This is an optimization exercise on Yosys and OpenROAD, whose aim is small area, not a production implementation.
Where RTL was checked, it was by simulation tests only, not by an equivalence proof against the original.

==> run a: inputs <==
Design complex_sinusoid_ddfs, start of the top module:
module complex_sinusoid_ddfs#(parameter ROM_DEPTH = 2048, ROM_WIDTH = 16)
(
        input wire                           i_clk,
        input wire                           i_rst,
        input wire        [31:0]             i_freq_control,
        input wire        [1:0]              i_invert_out,
        output reg signed [ROM_WIDTH-1:0]    o_real,
        output reg signed [ROM_WIDTH-1:0]    o_imag
);
    reg  [31:0] accumulator;
    wire [31:0] acc_s0, acc_c;
    ddfs_ha u_acc0 (.a(accumulator[0]), .b(i_freq_control[0]), .s(acc_s0[0]), .co(acc_c[0]));
    ddfs_fa u_acc1 (.a(accumulator[1]), .b(i_freq_control[1]), .c(acc_c[0]), .s(acc_s0[1]), .co(acc_c[1]));
    ddfs_fa u_acc2 (.a(accumulator[2]), .b(i_freq_control[2]), .c(acc_c[1]), .s(acc_s0[2]), .co(acc_c[2]));
    ddfs_fa u_acc3 (.a(accumulator[3]), .b(i_freq_control[3]), .c(acc_c[2]), .s(acc_s0[3]), .co(acc_c[3]));
    ddfs_fa u_acc4 (.a(accumulator[4]), .b(i_freq_control[4]), .c(acc_c[3]), .s(acc_s0[4]), .co(acc_c[4]));
    ddfs_fa u_acc5 (.a(accumulator[5]), .b(i_freq_control[5]), .c(acc_c[4]), .s(acc_s0[5]), .co(acc_c[5]));
    ddfs_fa u_acc6 (.a(accumulator[6]), .b(i_freq_control[6]), .c(acc_c[5]), .s(acc_s0[6]), .co(acc_c[6]));
    ddfs_fa u_acc7 (.a(accumulator[7]), .b(i_freq_control[7]), .c(acc_c[6]), .s(acc_s0[7]), .co(acc_c[7]));
    ddfs_fa u_acc8 (.a(accumulator[8]), .b(i_freq_control[8]), .c(acc_c[7]), .s(acc_s0[8]), .co(acc_c[8]));
    ddfs_fa u_acc9 (.a(accumulator[9]), .b(i_freq_control[9]), .c(acc_c[8]), .s(acc_s0[9]), .co(acc_c[9]));
    ddfs_fa u_acc10 (.a(accumulator[10]), .b(i_freq_control[10]), .c(acc_c[9]), .s(acc_s0[10]), .co(acc_c[10]));
  ...
Settings: LEC_CHECK=0, ABC_AREA=1, CAP_MARGIN=20, CORE_MARGIN=2, CORE_UTILIZATION=40, CTS_BUF_LIST=sky130_fd_sc_hd__clkbuf_8, GPL_TIMING_DRIVEN=0, PLACE_DENSITY=0.6, SLEW_MARGIN=20, SYNTH_HIERARCHICAL=1; clock period 10.0 ns.
standard.sh (not shown) runs the stock make flow with config.mk's settings and CLKGATE_MAP_FILE= SYNTH_SCRIPT=/design/flow/synth_recipe.tcl, a recipe that flattens the netlist after the stock synthesis.
==> flow/flow/run.sh <==
#!/bin/bash
# Layout flow: the standard flow (standard.sh, the ORFS make targets up to
# finish) with these changes:
#  - synthesis runs flow/synth.tcl, which sources synth_recipe.tcl unchanged but
#    has ABC map with flow/abc.script (area-oriented);
#  - the port buffers are sky130_fd_sc_hd__buf_1 cells;
#  - clock tree synthesis uses clkbuf_8 buffers and no dummy loads.
# make's full output goes to flow_make.log here; ORFS keeps each step's log
# under orfs/logs.
set -euo pipefail
export FLOW_SYNTH_TCL=$PWD/synth_recipe.tcl
export CUSTOM_ABC_SCRIPT=$PWD/flow/abc.script
bash standard.sh "SYNTH_SCRIPT=$PWD/flow/synth.tcl" \
  "BUFFER_PORTS_ARGS=-buffer_cell sky130_fd_sc_hd__buf_1" \
  "CTS_ARGS=-sink_clustering_enable -repair_clock_nets -buf_list sky130_fd_sc_hd__clkbuf_8 -dont_use_dummy_load" \
  finish > flow_make.log 2>&1
==> flow/flow/abc.script <==
strash
ifraig
dc2
dch -f
map -a
==> flow/flow/synth.tcl <==
# The standard flow's own synthesis script (synth_recipe.tcl, sourced unchanged), except
# that ABC maps every module with flow/abc.script (area-oriented) instead of
# ORFS's abc_area.script.
proc abc {args} {
  set i [lsearch -exact $args -script]
  lset args [expr { $i + 1 }] $::env(CUSTOM_ABC_SCRIPT)
  yosys abc {*}$args
}
source $::env(FLOW_SYNTH_TCL)
==> run b: changes against run a <==
--- a/flow/design.v
+++ b/flow/design.v
@@ -1007,41 +1007,41 @@
   wire n278;
   wire n279;
   wire n280;
   wire n281;
   wire n282;
   wire n283;
-  ddfs_fa nha2 (.a(c0n[1]), .b(~(c1[3]&t[0])), .c(1'b1), .s(n1), .co(n2));
+  ddfs_han nha2 (.a(c0n[1]), .b(~(c1[3]&t[0])), .s(n1), .co(n2));
   ddfs_fa nfa4 (.a(c0n[2]), .b(~(c1[4]&t[0])), .c(~(c1[3]&t[1])), .s(n3), .co(n4));
-  ddfs_fa nha6 (.a(c0n[3]), .b(~(c1[5]&t[0])), .c(1'b1), .s(n5), .co(n6));
-  ddfs_fa nha8 (.a(~(c1[1]&t[0])), .b(~(c1[0]&t[1])), .c(1'b1), .s(n7), .co(n8));
+  ddfs_han nha6 (.a(c0n[3]), .b(~(c1[5]&t[0])), .s(n5), .co(n6));
+  ddfs_han nha8 (.a(~(c1[1]&t[0])), .b(~(c1[0]&t[1])), .s(n7), .co(n8));
   ddfs_fa nfa10 (.a(c0n[0]), .b(~(c1[2]&t[0])), .c(~(c1[1]&t[1])), .s(n9), .co(n10));
   ddfs_fa nfa12 (.a(~(c1[0]&t[2])), .b(~(c2[4]&g[2])), .c(~(c2[3]&g[3])), .s(n11), .co(n12));
   ddfs_fa nfa14 (.a(~(c1[2]&t[1])), .b(~(c1[1]&t[2])), .c(~(c1[0]&t[3])), .s(n13), .co(n14));
   ddfs_fa nfa16 (.a(~(c2[4]&g[3])), .b(~(c2[3]&g[4])), .c(~(c2[2]&g[5])), .s(n15), .co(n16));
-  ddfs_fa nha18 (.a(~(c2[1]&g[6])), .b(~(c2[0]&g[7])), .c(1'b1), .s(n17), .co(n18));
+  ddfs_han nha18 (.a(~(c2[1]&g[6])), .b(~(c2[0]&g[7])), .s(n17), .co(n18));
   ddfs_fa nfa20 (.a(~(c1[2]&t[2])), .b(~(c1[1]&t[3])), .c(~(c1[0]&t[4])), .s(n19), .co(n20));
   ddfs_fa nfa22 (.a(~(c2[4]&g[4])), .b(~(c2[3]&g[5])), .c(~(c2[2]&g[6])), .s(n21), .co(n22));
   ddfs_fa nfa24 (.a(~(c2[1]&g[7])), .b(n2), .c(n3), .s(n23), .co(n24));
   ddfs_fa nfa26 (.a(~(c1[4]&t[1])), .b(~(c1[3]&t[2])), .c(~(c1[2]&t[3])), .s(n25), .co(n26));
   ddfs_fa nfa28 (.a(~(c1[1]&t[4])), .b(~(c2[4]&g[5])), .c(~(c2[3]&g[6])), .s(n27), .co(n28));
   ddfs_fa nfa30 (.a(~(c2[2]&g[7])), .b(n4), .c(n5), .s(n29), .co(n30));
   ddfs_fa nfa32 (.a(c0n[4]), .b(~(c1[6]&t[0])), .c(~(c1[5]&t[1])), .s(n31), .co(n32));
   ddfs_fa nfa34 (.a(~(c1[4]&t[2])), .b(~(c1[3]&t[3])), .c(~(c1[2]&t[4])), .s(n33), .co(n34));
   ddfs_fa nfa36 (.a(~(c2[4]&g[6])), .b(~(c2[3]&g[7])), .c(n6), .s(n35), .co(n36));
   ddfs_fa nfa38 (.a(c0n[5]), .b(~(c1[7]&t[0])), .c(~(c1[6]&t[1])), .s(n37), .co(n38));
   ddfs_fa nfa40 (.a(~(c1[5]&t[2])), .b(~(c1[4]&t[3])), .c(~(c1[3]&t[4])), .s(n39), .co(n40));
-  ddfs_fa nha42 (.a(~(c2[4]&g[7])), .b(neg), .c(1'b1), .s(n41), .co(n42));
+  ddfs_han nha42 (.a(~(c2[4]&g[7])), .b(neg), .s(n41), .co(n42));
   ddfs_fa nfa44 (.a(c0n[6]), .b(~(c1[8]&t[0])), .c(~(c1[7]&t[1])), .s(n43), .co(n44));
-  ddfs_fa nha46 (.a(~(c1[6]&t[2])), .b(~(c1[5]&t[3])), .c(1'b1), .s(n45), .co(n46));
+  ddfs_han nha46 (.a(~(c1[6]&t[2])), .b(~(c1[5]&t[3])), .s(n45), .co(n46));
   ddfs_fa nfa48 (.a(c0n[7]), .b(~(c1[9]&t[0])), .c(~(c1[8]&t[1])), .s(n47), .co(n48));
-  ddfs_fa nha50 (.a(c0n[8]), .b(~(c1[10]&t[0])), .c(1'b1), .s(n49), .co(n50));
-  ddfs_fa nha52 (.a(c0n[9]), .b(~(c1[11]&t[0])), .c(1'b1), .s(n51), .co(n52));
+  ddfs_han nha50 (.a(c0n[8]), .b(~(c1[10]&t[0])), .s(n49), .co(n50));
+  ddfs_han nha52 (.a(c0n[9]), .b(~(c1[11]&t[0])), .s(n51), .co(n52));
   ddfs_fa nfa54 (.a(~(c1[0]&t[0])), .b(~(c2[4]&g[0])), .c(~(c2[3]&g[1])), .s(n53), .co(n54));
   ddfs_fa nfa56 (.a(~(c2[4]&g[1])), .b(~(c2[3]&g[2])), .c(~(c2[2]&g[3])), .s(n55), .co(n56));
-  ddfs_fa nha58 (.a(~(c2[1]&g[4])), .b(~(c2[0]&g[5])), .c(1'b1), .s(n57), .co(n58));
+  ddfs_han nha58 (.a(~(c2[1]&g[4])), .b(~(c2[0]&g[5])), .s(n57), .co(n58));
   ddfs_fa nfa60 (.a(~(c2[2]&g[4])), .b(~(c2[1]&g[5])), .c(~(c2[0]&g[6])), .s(n59), .co(n60));
   ddfs_fa nfa62 (.a(n8), .b(n9), .c(n11), .s(n61), .co(n62));
   ddfs_fa nfa64 (.a(n1), .b(n10), .c(n12), .s(n63), .co(n64));
   ddfs_fa nfa66 (.a(n13), .b(n15), .c(n17), .s(n65), .co(n66));
   ddfs_fa nfa68 (.a(n14), .b(n16), .c(n18), .s(n67), .co(n68));
   ddfs_fa nfa70 (.a(n19), .b(n21), .c(n23), .s(n69), .co(n70));
@@ -1059,13 +1059,13 @@
   ddfs_fa nfa94 (.a(~(c1[6]&t[4])), .b(n48), .c(n49), .s(n93), .co(n94));
   ddfs_fa nfa96 (.a(~(c1[10]&t[1])), .b(~(c1[9]&t[2])), .c(~(c1[8]&t[3])), .s(n95), .co(n96));
   ddfs_fa nfa98 (.a(~(c1[7]&t[4])), .b(n50), .c(n51), .s(n97), .co(n98));
   ddfs_fa nfa100 (.a(c0n[10]), .b(~(c1[11]&t[1])), .c(~(c1[10]&t[2])), .s(n99), .co(n100));
   ddfs_fa nfa102 (.a(~(c1[9]&t[3])), .b(~(c1[8]&t[4])), .c(n52), .s(n101), .co(n102));
   ddfs_fa nfa104 (.a(c0n[11]), .b(~(c1[11]&t[2])), .c(~(c1[10]&t[3])), .s(n103), .co(n104));
-  ddfs_fa nha106 (.a(~(c2[3]&g[0])), .b(~(c2[2]&g[1])), .c(1'b1), .s(n105), .co(n106));
+  ddfs_han nha106 (.a(~(c2[3]&g[0])), .b(~(c2[2]&g[1])), .s(n105), .co(n106));
   ddfs_fa nfa108 (.a(~(c2[2]&g[2])), .b(~(c2[1]&g[3])), .c(~(c2[0]&g[4])), .s(n107), .co(n108));
   ddfs_fa nfa110 (.a(n7), .b(n54), .c(n55), .s(n109), .co(n110));
   ddfs_fa nfa112 (.a(n56), .b(n58), .c(n59), .s(n111), .co(n112));
   ddfs_fa nfa114 (.a(n60), .b(n62), .c(n63), .s(n113), .co(n114));
   ddfs_fa nfa116 (.a(n64), .b(n66), .c(n67), .s(n115), .co(n116));
   ddfs_fa nfa118 (.a(n68), .b(n70), .c(n71), .s(n117), .co(n118));
@@ -1075,13 +1075,13 @@
   ddfs_fa nfa126 (.a(n84), .b(n86), .c(n87), .s(n125), .co(n126));
   ddfs_fa nfa128 (.a(n88), .b(n90), .c(n91), .s(n127), .co(n128));
   ddfs_fa nfa130 (.a(n92), .b(n94), .c(n95), .s(n129), .co(n130));
   ddfs_fa nfa132 (.a(n96), .b(n98), .c(n99), .s(n131), .co(n132));
   ddfs_fa nfa134 (.a(~(c1[9]&t[4])), .b(n100), .c(n102), .s(n133), .co(n134));
   ddfs_fa nfa136 (.a(c0n[12]), .b(~(c1[11]&t[3])), .c(~(c1[10]&t[4])), .s(n135), .co(n136));
-  ddfs_fa nha138 (.a(~(c2[2]&g[0])), .b(~(c2[1]&g[1])), .c(1'b1), .s(n137), .co(n138));
+  ddfs_han nha138 (.a(~(c2[2]&g[0])), .b(~(c2[1]&g[1])), .s(n137), .co(n138));
   ddfs_fa nfa140 (.a(~(c2[1]&g[2])), .b(~(c2[0]&g[3])), .c(n105), .s(n139), .co(n140));
   ddfs_fa nfa142 (.a(n53), .b(n106), .c(n107), .s(n141), .co(n142));
   ddfs_fa nfa144 (.a(n57), .b(n108), .c(n109), .s(n143), .co(n144));
   ddfs_fa nfa146 (.a(n61), .b(n110), .c(n111), .s(n145), .co(n146));
   ddfs_fa nfa148 (.a(n65), .b(n112), .c(n113), .s(n147), .co(n148));
   ddfs_fa nfa150 (.a(n69), .b(n114), .c(n115), .s(n149), .co(n150));
==> flow/flow/run.sh (replaced) <==
#!/bin/bash
# Layout flow: the standard flow (standard.sh, the ORFS make targets up to
# finish) unchanged, except that the port buffers buffer_ports inserts are
# sky130_fd_sc_hd__buf_1 cells. make's full output goes to flow_make.log here;
# ORFS keeps each step's log under orfs/logs.
set -euo pipefail
bash standard.sh "BUFFER_PORTS_ARGS=-buffer_cell sky130_fd_sc_hd__buf_1" finish > flow_make.log 2>&1
removed: flow/flow/abc.script
removed: flow/flow/synth.tcl
==> run c: changes against run a <==
--- a/flow/design.v
+++ b/flow/design.v
@@ -1007,41 +1007,41 @@
   wire n278;
   wire n279;
   wire n280;
   wire n281;
   wire n282;
   wire n283;
-  ddfs_fa nha2 (.a(c0n[1]), .b(~(c1[3]&t[0])), .c(1'b1), .s(n1), .co(n2));
+  ddfs_han nha2 (.a(c0n[1]), .b(~(c1[3]&t[0])), .s(n1), .co(n2));
   ddfs_fa nfa4 (.a(c0n[2]), .b(~(c1[4]&t[0])), .c(~(c1[3]&t[1])), .s(n3), .co(n4));
-  ddfs_fa nha6 (.a(c0n[3]), .b(~(c1[5]&t[0])), .c(1'b1), .s(n5), .co(n6));
-  ddfs_fa nha8 (.a(~(c1[1]&t[0])), .b(~(c1[0]&t[1])), .c(1'b1), .s(n7), .co(n8));
+  ddfs_han nha6 (.a(c0n[3]), .b(~(c1[5]&t[0])), .s(n5), .co(n6));
+  ddfs_han nha8 (.a(~(c1[1]&t[0])), .b(~(c1[0]&t[1])), .s(n7), .co(n8));
   ddfs_fa nfa10 (.a(c0n[0]), .b(~(c1[2]&t[0])), .c(~(c1[1]&t[1])), .s(n9), .co(n10));
   ddfs_fa nfa12 (.a(~(c1[0]&t[2])), .b(~(c2[4]&g[2])), .c(~(c2[3]&g[3])), .s(n11), .co(n12));
   ddfs_fa nfa14 (.a(~(c1[2]&t[1])), .b(~(c1[1]&t[2])), .c(~(c1[0]&t[3])), .s(n13), .co(n14));
   ddfs_fa nfa16 (.a(~(c2[4]&g[3])), .b(~(c2[3]&g[4])), .c(~(c2[2]&g[5])), .s(n15), .co(n16));
-  ddfs_fa nha18 (.a(~(c2[1]&g[6])), .b(~(c2[0]&g[7])), .c(1'b1), .s(n17), .co(n18));
+  ddfs_han nha18 (.a(~(c2[1]&g[6])), .b(~(c2[0]&g[7])), .s(n17), .co(n18));
   ddfs_fa nfa20 (.a(~(c1[2]&t[2])), .b(~(c1[1]&t[3])), .c(~(c1[0]&t[4])), .s(n19), .co(n20));
   ddfs_fa nfa22 (.a(~(c2[4]&g[4])), .b(~(c2[3]&g[5])), .c(~(c2[2]&g[6])), .s(n21), .co(n22));
   ddfs_fa nfa24 (.a(~(c2[1]&g[7])), .b(n2), .c(n3), .s(n23), .co(n24));
   ddfs_fa nfa26 (.a(~(c1[4]&t[1])), .b(~(c1[3]&t[2])), .c(~(c1[2]&t[3])), .s(n25), .co(n26));
   ddfs_fa nfa28 (.a(~(c1[1]&t[4])), .b(~(c2[4]&g[5])), .c(~(c2[3]&g[6])), .s(n27), .co(n28));
   ddfs_fa nfa30 (.a(~(c2[2]&g[7])), .b(n4), .c(n5), .s(n29), .co(n30));
   ddfs_fa nfa32 (.a(c0n[4]), .b(~(c1[6]&t[0])), .c(~(c1[5]&t[1])), .s(n31), .co(n32));
   ddfs_fa nfa34 (.a(~(c1[4]&t[2])), .b(~(c1[3]&t[3])), .c(~(c1[2]&t[4])), .s(n33), .co(n34));
   ddfs_fa nfa36 (.a(~(c2[4]&g[6])), .b(~(c2[3]&g[7])), .c(n6), .s(n35), .co(n36));
   ddfs_fa nfa38 (.a(c0n[5]), .b(~(c1[7]&t[0])), .c(~(c1[6]&t[1])), .s(n37), .co(n38));
   ddfs_fa nfa40 (.a(~(c1[5]&t[2])), .b(~(c1[4]&t[3])), .c(~(c1[3]&t[4])), .s(n39), .co(n40));
-  ddfs_fa nha42 (.a(~(c2[4]&g[7])), .b(neg), .c(1'b1), .s(n41), .co(n42));
+  ddfs_han nha42 (.a(~(c2[4]&g[7])), .b(neg), .s(n41), .co(n42));
   ddfs_fa nfa44 (.a(c0n[6]), .b(~(c1[8]&t[0])), .c(~(c1[7]&t[1])), .s(n43), .co(n44));
-  ddfs_fa nha46 (.a(~(c1[6]&t[2])), .b(~(c1[5]&t[3])), .c(1'b1), .s(n45), .co(n46));
+  ddfs_han nha46 (.a(~(c1[6]&t[2])), .b(~(c1[5]&t[3])), .s(n45), .co(n46));
   ddfs_fa nfa48 (.a(c0n[7]), .b(~(c1[9]&t[0])), .c(~(c1[8]&t[1])), .s(n47), .co(n48));
-  ddfs_fa nha50 (.a(c0n[8]), .b(~(c1[10]&t[0])), .c(1'b1), .s(n49), .co(n50));
-  ddfs_fa nha52 (.a(c0n[9]), .b(~(c1[11]&t[0])), .c(1'b1), .s(n51), .co(n52));
+  ddfs_han nha50 (.a(c0n[8]), .b(~(c1[10]&t[0])), .s(n49), .co(n50));
+  ddfs_han nha52 (.a(c0n[9]), .b(~(c1[11]&t[0])), .s(n51), .co(n52));
   ddfs_fa nfa54 (.a(~(c1[0]&t[0])), .b(~(c2[4]&g[0])), .c(~(c2[3]&g[1])), .s(n53), .co(n54));
   ddfs_fa nfa56 (.a(~(c2[4]&g[1])), .b(~(c2[3]&g[2])), .c(~(c2[2]&g[3])), .s(n55), .co(n56));
-  ddfs_fa nha58 (.a(~(c2[1]&g[4])), .b(~(c2[0]&g[5])), .c(1'b1), .s(n57), .co(n58));
+  ddfs_han nha58 (.a(~(c2[1]&g[4])), .b(~(c2[0]&g[5])), .s(n57), .co(n58));
   ddfs_fa nfa60 (.a(~(c2[2]&g[4])), .b(~(c2[1]&g[5])), .c(~(c2[0]&g[6])), .s(n59), .co(n60));
   ddfs_fa nfa62 (.a(n8), .b(n9), .c(n11), .s(n61), .co(n62));
   ddfs_fa nfa64 (.a(n1), .b(n10), .c(n12), .s(n63), .co(n64));
   ddfs_fa nfa66 (.a(n13), .b(n15), .c(n17), .s(n65), .co(n66));
   ddfs_fa nfa68 (.a(n14), .b(n16), .c(n18), .s(n67), .co(n68));
   ddfs_fa nfa70 (.a(n19), .b(n21), .c(n23), .s(n69), .co(n70));
@@ -1059,13 +1059,13 @@
   ddfs_fa nfa94 (.a(~(c1[6]&t[4])), .b(n48), .c(n49), .s(n93), .co(n94));
   ddfs_fa nfa96 (.a(~(c1[10]&t[1])), .b(~(c1[9]&t[2])), .c(~(c1[8]&t[3])), .s(n95), .co(n96));
   ddfs_fa nfa98 (.a(~(c1[7]&t[4])), .b(n50), .c(n51), .s(n97), .co(n98));
   ddfs_fa nfa100 (.a(c0n[10]), .b(~(c1[11]&t[1])), .c(~(c1[10]&t[2])), .s(n99), .co(n100));
   ddfs_fa nfa102 (.a(~(c1[9]&t[3])), .b(~(c1[8]&t[4])), .c(n52), .s(n101), .co(n102));
   ddfs_fa nfa104 (.a(c0n[11]), .b(~(c1[11]&t[2])), .c(~(c1[10]&t[3])), .s(n103), .co(n104));
-  ddfs_fa nha106 (.a(~(c2[3]&g[0])), .b(~(c2[2]&g[1])), .c(1'b1), .s(n105), .co(n106));
+  ddfs_han nha106 (.a(~(c2[3]&g[0])), .b(~(c2[2]&g[1])), .s(n105), .co(n106));
   ddfs_fa nfa108 (.a(~(c2[2]&g[2])), .b(~(c2[1]&g[3])), .c(~(c2[0]&g[4])), .s(n107), .co(n108));
   ddfs_fa nfa110 (.a(n7), .b(n54), .c(n55), .s(n109), .co(n110));
   ddfs_fa nfa112 (.a(n56), .b(n58), .c(n59), .s(n111), .co(n112));
   ddfs_fa nfa114 (.a(n60), .b(n62), .c(n63), .s(n113), .co(n114));
   ddfs_fa nfa116 (.a(n64), .b(n66), .c(n67), .s(n115), .co(n116));
   ddfs_fa nfa118 (.a(n68), .b(n70), .c(n71), .s(n117), .co(n118));
@@ -1075,13 +1075,13 @@
   ddfs_fa nfa126 (.a(n84), .b(n86), .c(n87), .s(n125), .co(n126));
   ddfs_fa nfa128 (.a(n88), .b(n90), .c(n91), .s(n127), .co(n128));
   ddfs_fa nfa130 (.a(n92), .b(n94), .c(n95), .s(n129), .co(n130));
   ddfs_fa nfa132 (.a(n96), .b(n98), .c(n99), .s(n131), .co(n132));
   ddfs_fa nfa134 (.a(~(c1[9]&t[4])), .b(n100), .c(n102), .s(n133), .co(n134));
   ddfs_fa nfa136 (.a(c0n[12]), .b(~(c1[11]&t[3])), .c(~(c1[10]&t[4])), .s(n135), .co(n136));
-  ddfs_fa nha138 (.a(~(c2[2]&g[0])), .b(~(c2[1]&g[1])), .c(1'b1), .s(n137), .co(n138));
+  ddfs_han nha138 (.a(~(c2[2]&g[0])), .b(~(c2[1]&g[1])), .s(n137), .co(n138));
   ddfs_fa nfa140 (.a(~(c2[1]&g[2])), .b(~(c2[0]&g[3])), .c(n105), .s(n139), .co(n140));
   ddfs_fa nfa142 (.a(n53), .b(n106), .c(n107), .s(n141), .co(n142));
   ddfs_fa nfa144 (.a(n57), .b(n108), .c(n109), .s(n143), .co(n144));
   ddfs_fa nfa146 (.a(n61), .b(n110), .c(n111), .s(n145), .co(n146));
   ddfs_fa nfa148 (.a(n65), .b(n112), .c(n113), .s(n147), .co(n148));
   ddfs_fa nfa150 (.a(n69), .b(n114), .c(n115), .s(n149), .co(n150));
==> flow/flow/run.sh (replaced) <==
#!/bin/bash
# Layout flow: the standard flow (standard.sh, the ORFS make targets up to
# finish) with two changes:
#  - synthesis runs flow/synth.tcl, which sources synth_recipe.tcl unchanged but
#    has ABC map with flow/abc.script;
#  - the port buffers are sky130_fd_sc_hd__buf_1 cells.
# make's full output goes to flow_make.log here; ORFS keeps each step's log
# under orfs/logs.
set -euo pipefail
export FLOW_SYNTH_TCL=$PWD/synth_recipe.tcl
export CUSTOM_ABC_SCRIPT=$PWD/flow/abc.script
bash standard.sh "SYNTH_SCRIPT=$PWD/flow/synth.tcl" "BUFFER_PORTS_ARGS=-buffer_cell sky130_fd_sc_hd__buf_1" finish > flow_make.log 2>&1
==> flow/flow/abc.script (replaced) <==
strash
dch
map -a
topo
stime -c
buffer -c
upsize -c
dnsize -c
==> comparison table <==
Outcome: run b no timing/DRC/antenna violations; run c no timing/DRC/antenna violations; run a no timing/DRC/antenna violations
Number of fill cells in the layout: run b 3630; run c 3432; run a 3054
Filler-free cell count of the finished design: run b 2549; run c 2287; run a 2094
Relative max-transition margin: run b 0.280; run c 0.267; run a 0.234
Fin crit period: run b 9620 ps; run c 9570 ps; run a 9650 ps
Buffer share of cell area: run b 0.0596; run c 0.0609; run a 0.0568
Input/output buffers: run b 67; run c 66; run a 67
Area occupied by multi-input gates: run b 10700 sq um; run c 10300 sq um; run a 10400 sq um
Post-place setup slack: run b 408 ps; run c -205 ps; run a -1130 ps
Non-CTS buffers: run b 177; run c 174; run a 125
Sequential area share after synthesis: run b 0.0939; run c 0.0979; run a 0.104
For run a, only the layout was checked, not whether the RTL still works.

[port drivers added, routing unchanged]
The flow's constraints put no driver on any port. The routed layouts listed below were extracted and timed again, unchanged, in two steps.
Step 1, drivers: a clkbuf_16 drives i_clk and a buf_2 each remaining input, both assumed.
Step 2 also shifts input and output timing later by t, the mid clock arrival at the registers, as if the neighbouring blocks saw the same clock.
Three values: ideal ports, drivers, drivers and shift; two values: the first two.
run	t, ns	slack for setup (ns)	latest minus earliest clock arrival (ns)	cell pins on the clock port's net
run a	0.367	0.349 / 0.349 / 0.145	0.029 / 0.029	1
run b	0.418	0.384 / 0.384 / 0.384	0.017 / 0.016	1
run c	0.427	0.430 / 0.430 / 0.146	0.014 / 0.015	1
After both steps every run listed still meets setup and hold. The setup slack of run c, which loses most, moves by 0.000 ns with the drivers and by -0.284 ns with both steps.
